This is an optimization exercise on Yosys and OpenROAD, whose aim is small area and a short achievable clock period, not a production implementation.
Function was checked by simulation only, so behaviour that the tests miss may differ from the original.

## build 95
// ternary_sum_nine
module ternary_sum_nine #(
    parameter WIDTH = 32
) (
    input clk,
    input [WIDTH-1:0] i0,
    input [WIDTH-1:0] i1,
    input [WIDTH-1:0] i2,
    input [WIDTH-1:0] i3,
    input [WIDTH-1:0] i4,
    input [WIDTH-1:0] i5,
    input [WIDTH-1:0] i6,
    input [WIDTH-1:0] i7,
    input [WIDTH-1:0] i8,
    output [WIDTH+4-1:0] o
);
Size in the first run: about 830 cells after synthesis, roughly 330 I/O pins, roughly 9400 sq um of cells after synthesis.
export LEC_CHECK = 0
export ABC_AREA = 1
export CAP_MARGIN = 20
export CORE_MARGIN = 2
export CORE_UTILIZATION = 60
export SETUP_SLACK_MARGIN = 3.1
export SLEW_MARGIN = 20
export TNS_END_PERCENT = 10
create_clock -name core_clock -period 5.5 [get_ports {clk}]
standard.sh (not shown) runs the stock make flow with config.mk's settings and CLKGATE_MAP_FILE= SYNTH_SCRIPT=/design/flow/synth_recipe.tcl, a recipe that flattens the netlist after the stock synthesis.
==> flow/flow/run.sh <==
#!/bin/bash
set -e
export BUFFER_PORTS_ARGS="-buffer_cell sky130_fd_sc_hd__buf_1"
export CTS_ARGS="-sink_clustering_enable -repair_clock_nets -dont_use_dummy_load -buf_list sky130_fd_sc_hd__clkbuf_8 -sink_clustering_size 40 -sink_clustering_max_diameter 80"
bash standard.sh > standard.log 2>&1
Modified inputs, build 69 compared to build 95
Settings: SETUP_SLACK_MARGIN now 3.3, was 3.1; CTS_BUF_LIST now sky130_fd_sc_hd__clkbuf_4, previously not set; TNS_END_PERCENT no longer set, was 10.
==> flow/flow/run.sh <==
#!/bin/bash
set -e
export BUFFER_PORTS_ARGS="-buffer_cell sky130_fd_sc_hd__buf_1"
bash standard.sh > standard.log 2>&1
Results
Here is what was changed in the inputs of build 70 compared with build 69.
Settings: changing SETUP_SLACK_MARGIN from 3.3 to 3.1; removing CTS_BUF_LIST (formerly sky130_fd_sc_hd__clkbuf_4); setting TNS_END_PERCENT to 10 for the first time.
--- a/flow/flow/run.sh
+++ b/flow/flow/run.sh
@@ -3,0 +4 @@
+export CTS_ARGS="-sink_clustering_enable -repair_clock_nets -dont_use_dummy_load -buf_list sky130_fd_sc_hd__clkbuf_8 -sink_clustering_size 24 -sink_clustering_max_diameter 80"
[summary]
Build 70 completed end to end with timing, DRC and antenna clean. STATUS aggregate routed wire length: build 70 wins against build 69. Build 70 against build 69: number of stages on the worst hold path held steady, final-layout worst hold slack shrank by 0.018 ns, final worst clock skew shrank by 0.0056 ns, worst setup slack shrank by 0.10 ns. Delta (build 70 minus build 69): non-filler instance count after layout moved down. Lower post-route clock period utilization was reported by build 69, not build 70. Utilization of the core after routing for build 70: 7.4 points down relative to build 69.
[inputs] build 57 vs build 70
Settings: CORE_UTILIZATION changed from 60 to 65.
==> flow/flow/run.sh <==
#!/bin/bash
set -e
export BUFFER_PORTS_ARGS="-buffer_cell sky130_fd_sc_hd__buf_1"
export CTS_ARGS="-sink_clustering_enable -repair_clock_nets -dont_use_dummy_load -buf_list sky130_fd_sc_hd__clkbuf_8"
bash standard.sh > standard.log 2>&1
==> comparison <==
[compare] base=build 70 new=build 57: die area now sits lower, starting DRC count in detailed routing now sits higher, post-layout worst setup margin now sits lower, wire length of the first global-routing pass now sits higher.
The run showing the greater final period demand of the worst path is build 57.
Taking build 70 as the reference, in build 57 count of final setup violators now sits at about the same level; final non-filler cell area has decreased.
diff inputs: build 57 => build 81
Settings: swapping 65 for 60 in CORE_UTILIZATION; putting CTS_BUF_LIST at sky130_fd_sc_hd__clkbuf_4 where nothing was set; clearing TNS_END_PERCENT, which used to be 10; swapping 3.1 for 3.6 in SETUP_SLACK_MARGIN.
==> flow/flow/run.sh <==
#!/bin/bash
set -e
export BUFFER_PORTS_ARGS="-buffer_cell sky130_fd_sc_hd__buf_1"
bash standard.sh > standard.log 2>&1
[summary]
- Build 81: PASS, flow complete, no timing, DRC or antenna violations
- From build 57 to build 81 the numbers moved as follows: synthesis-to-layout area growth went up 27 points, non-clock buffering overhead in the final layout grew by 5.5 points, HPWL reported at the end of detailed placement up about 3.6%.
- Side by side, met1 routed wirelength after detailed routing turned out higher in build 81 than in build 57.
- Summary — clock buffer count in the final layout, build 81 relative to build 57: higher, by 3.
- register to register as the class of the most critical setup path was reported by build 81, and primary input to register by build 57.
- Cmp build 81 vs build 57: footprint of the flip-flops and latches higher in build 81
- Build 81 — final setup slack of the worst path 0.0088 ns lower, build 57 as reference
- Build 57 -> build 81: inverter count of the layout excluding clock inverters flat

---

Setup of v36:
Another version of the RTL of ternary_sum_nine (not shown whole).
Size in the first run: roughly 850 cells after synthesis, roughly 140 flip-flops.
==> flow/config.mk <==
export PLATFORM = sky130hd
export DESIGN_NAME = ternary_sum_nine
export DESIGN_NICKNAME = ternary_sum_nine
export VERILOG_FILES = /design/flow/design.v
export SDC_FILE = /design/flow/constraint.sdc
export NUM_CORES = 4
export LEC_CHECK = 0
export ABC_AREA = 1
export CAP_MARGIN = 20
export CORE_MARGIN = 2
export CORE_UTILIZATION = 60
export SLEW_MARGIN = 20
==> flow/constraint.sdc <==
create_clock -name core_clock -period 5.5 [get_ports {clk}]
set_input_delay 1.1000 -clock core_clock [delete_from_list [all_inputs] [get_ports {clk}]]
set_output_delay 1.1000 -clock core_clock [all_outputs]
set_load 0.01 [all_outputs]
==> flow/flow/run.sh <==
#!/bin/bash
set -e
export BUFFER_PORTS_ARGS="-buffer_cell sky130_fd_sc_hd__buf_1"
bash standard.sh > standard.log 2>&1
v36: all stages complete, timing, DRC and antenna checks passed
Inputs modified between v36 and v25:
Settings: ABC_CLOCK_PERIOD_IN_PS newly set to 2000; SETUP_SLACK_MARGIN newly set to 3.3; CORE_UTILIZATION changed from 60 to 40; ABC_AREA removed (was 1).
--- outcome ---
- v36 ended up with r1_c1_0 as its worst setup path endpoint; v25 ended up with o_r[28].
- Total of fill cells in the finished design for v25 is higher than for v36.
- Summary of v25 over v36: time the worst path needs with I/O delays and setup now larger; worst setup slack moved down; area fraction of clock buffers and clock inverters has decreased; well tap count climbed 32%.
- Between v36 and v25, all-layer global routing usage decreased.
- Comparing v25 and v36, final area is higher on v25.
- v36 → v25: number of standard cells in the final layout excluding fillers dropped 101; final critical-path share of the clock period climbed 5.0 points; layout clock buffer count dropped 4.
### v25 -> v48
Settings: setting TNS_END_PERCENT to 10 for the first time; setting ABC_AREA to 1 for the first time; changing CORE_UTILIZATION from 40 to 60; removing ABC_CLOCK_PERIOD_IN_PS (formerly 2000); changing SETUP_SLACK_MARGIN from 3.3 to 3.2.
==> flow/flow/run.sh <==
#!/bin/bash
set -e
export BUFFER_PORTS_ARGS="-buffer_cell sky130_fd_sc_hd__buf_1"
export CTS_ARGS="-sink_clustering_enable -repair_clock_nets -dont_use_dummy_load -buf_list sky130_fd_sc_hd__clkbuf_8"
bash standard.sh > standard.log 2>&1
## What came out
- Fmax | v48 vs v25 | v48 faster
- In v48, the sequential portion of the cell area came out 2.2 points above the value in v25.
- Delta (v48 minus v25): post-synthesis cell count +about 30%, worst path required time +30 ps, post-layout net count +174.
> inputs changed (v48 -> v59)
Settings: swapping 3.2 for 3.0 in SETUP_SLACK_MARGIN; clearing TNS_END_PERCENT, which used to be 10.
==> flow/flow/run.sh <==
#!/bin/bash
set -e
export BUFFER_PORTS_ARGS="-buffer_cell sky130_fd_sc_hd__buf_1"
bash standard.sh > standard.log 2>&1
### Flow results
Path length in cells of the critical path ended up 2 lower on v59 than on v48. When v59 is set beside v48, its count of cells resized by post-cts repair turns out to be 5 smaller.

-- what the ideal ports hide --
No port has a modelled driver above. Below, the same layouts with a new extraction and two added sets of constraints.
Step 1: set_driving_cell puts a clkbuf_16 on clk and a buf_2 on each other input, an assumption about the parent block.
Step 2 also shifts input and output timing later by t, the mid clock arrival at the registers, as if the neighbouring blocks saw the same clock.
a / b / c = ideal ports / drivers / drivers and shift; a / b = the first two.
| run | t (ns) | setup slack, ns | worst setup path at the end | clock arrival spread, ns |
|---|---|---|---|---|
| build 95 | 0.481 | 3.150 / 3.166 / 2.685 | input to register | 0.018 / 0.018 |
| build 69 | 0.591 | 3.254 / 3.254 / 2.757 | input to register | 0.023 / 0.023 |
| build 70 | 0.481 | 3.150 / 3.166 / 2.685 | input to register | 0.018 / 0.018 |
| build 57 | 0.474 | 3.119 / 3.133 / 2.659 | input to register | 0.012 / 0.012 |
| build 81 | 0.603 | 3.110 / 3.110 / 2.695 | input to register | 0.022 / 0.021 |
| v36 | 0.455 | 3.024 / 3.039 / 2.584 | input to register | 0.010 / 0.010 |
| v25 | 0.460 | 2.751 / 2.751 / 2.569 | input to register | 0.016 / 0.016 |
| v48 | 0.468 | 3.111 / 3.119 / 2.651 | input to register | 0.021 / 0.020 |
| v59 | 0.452 | 3.059 / 3.076 / 2.624 | input to register | 0.008 / 0.008 |
After both steps setup and hold are still met in every run listed. For build 69, which loses most, drivers alone change the setup slack by 0.000 ns; drivers and shift together by -0.497 ns.
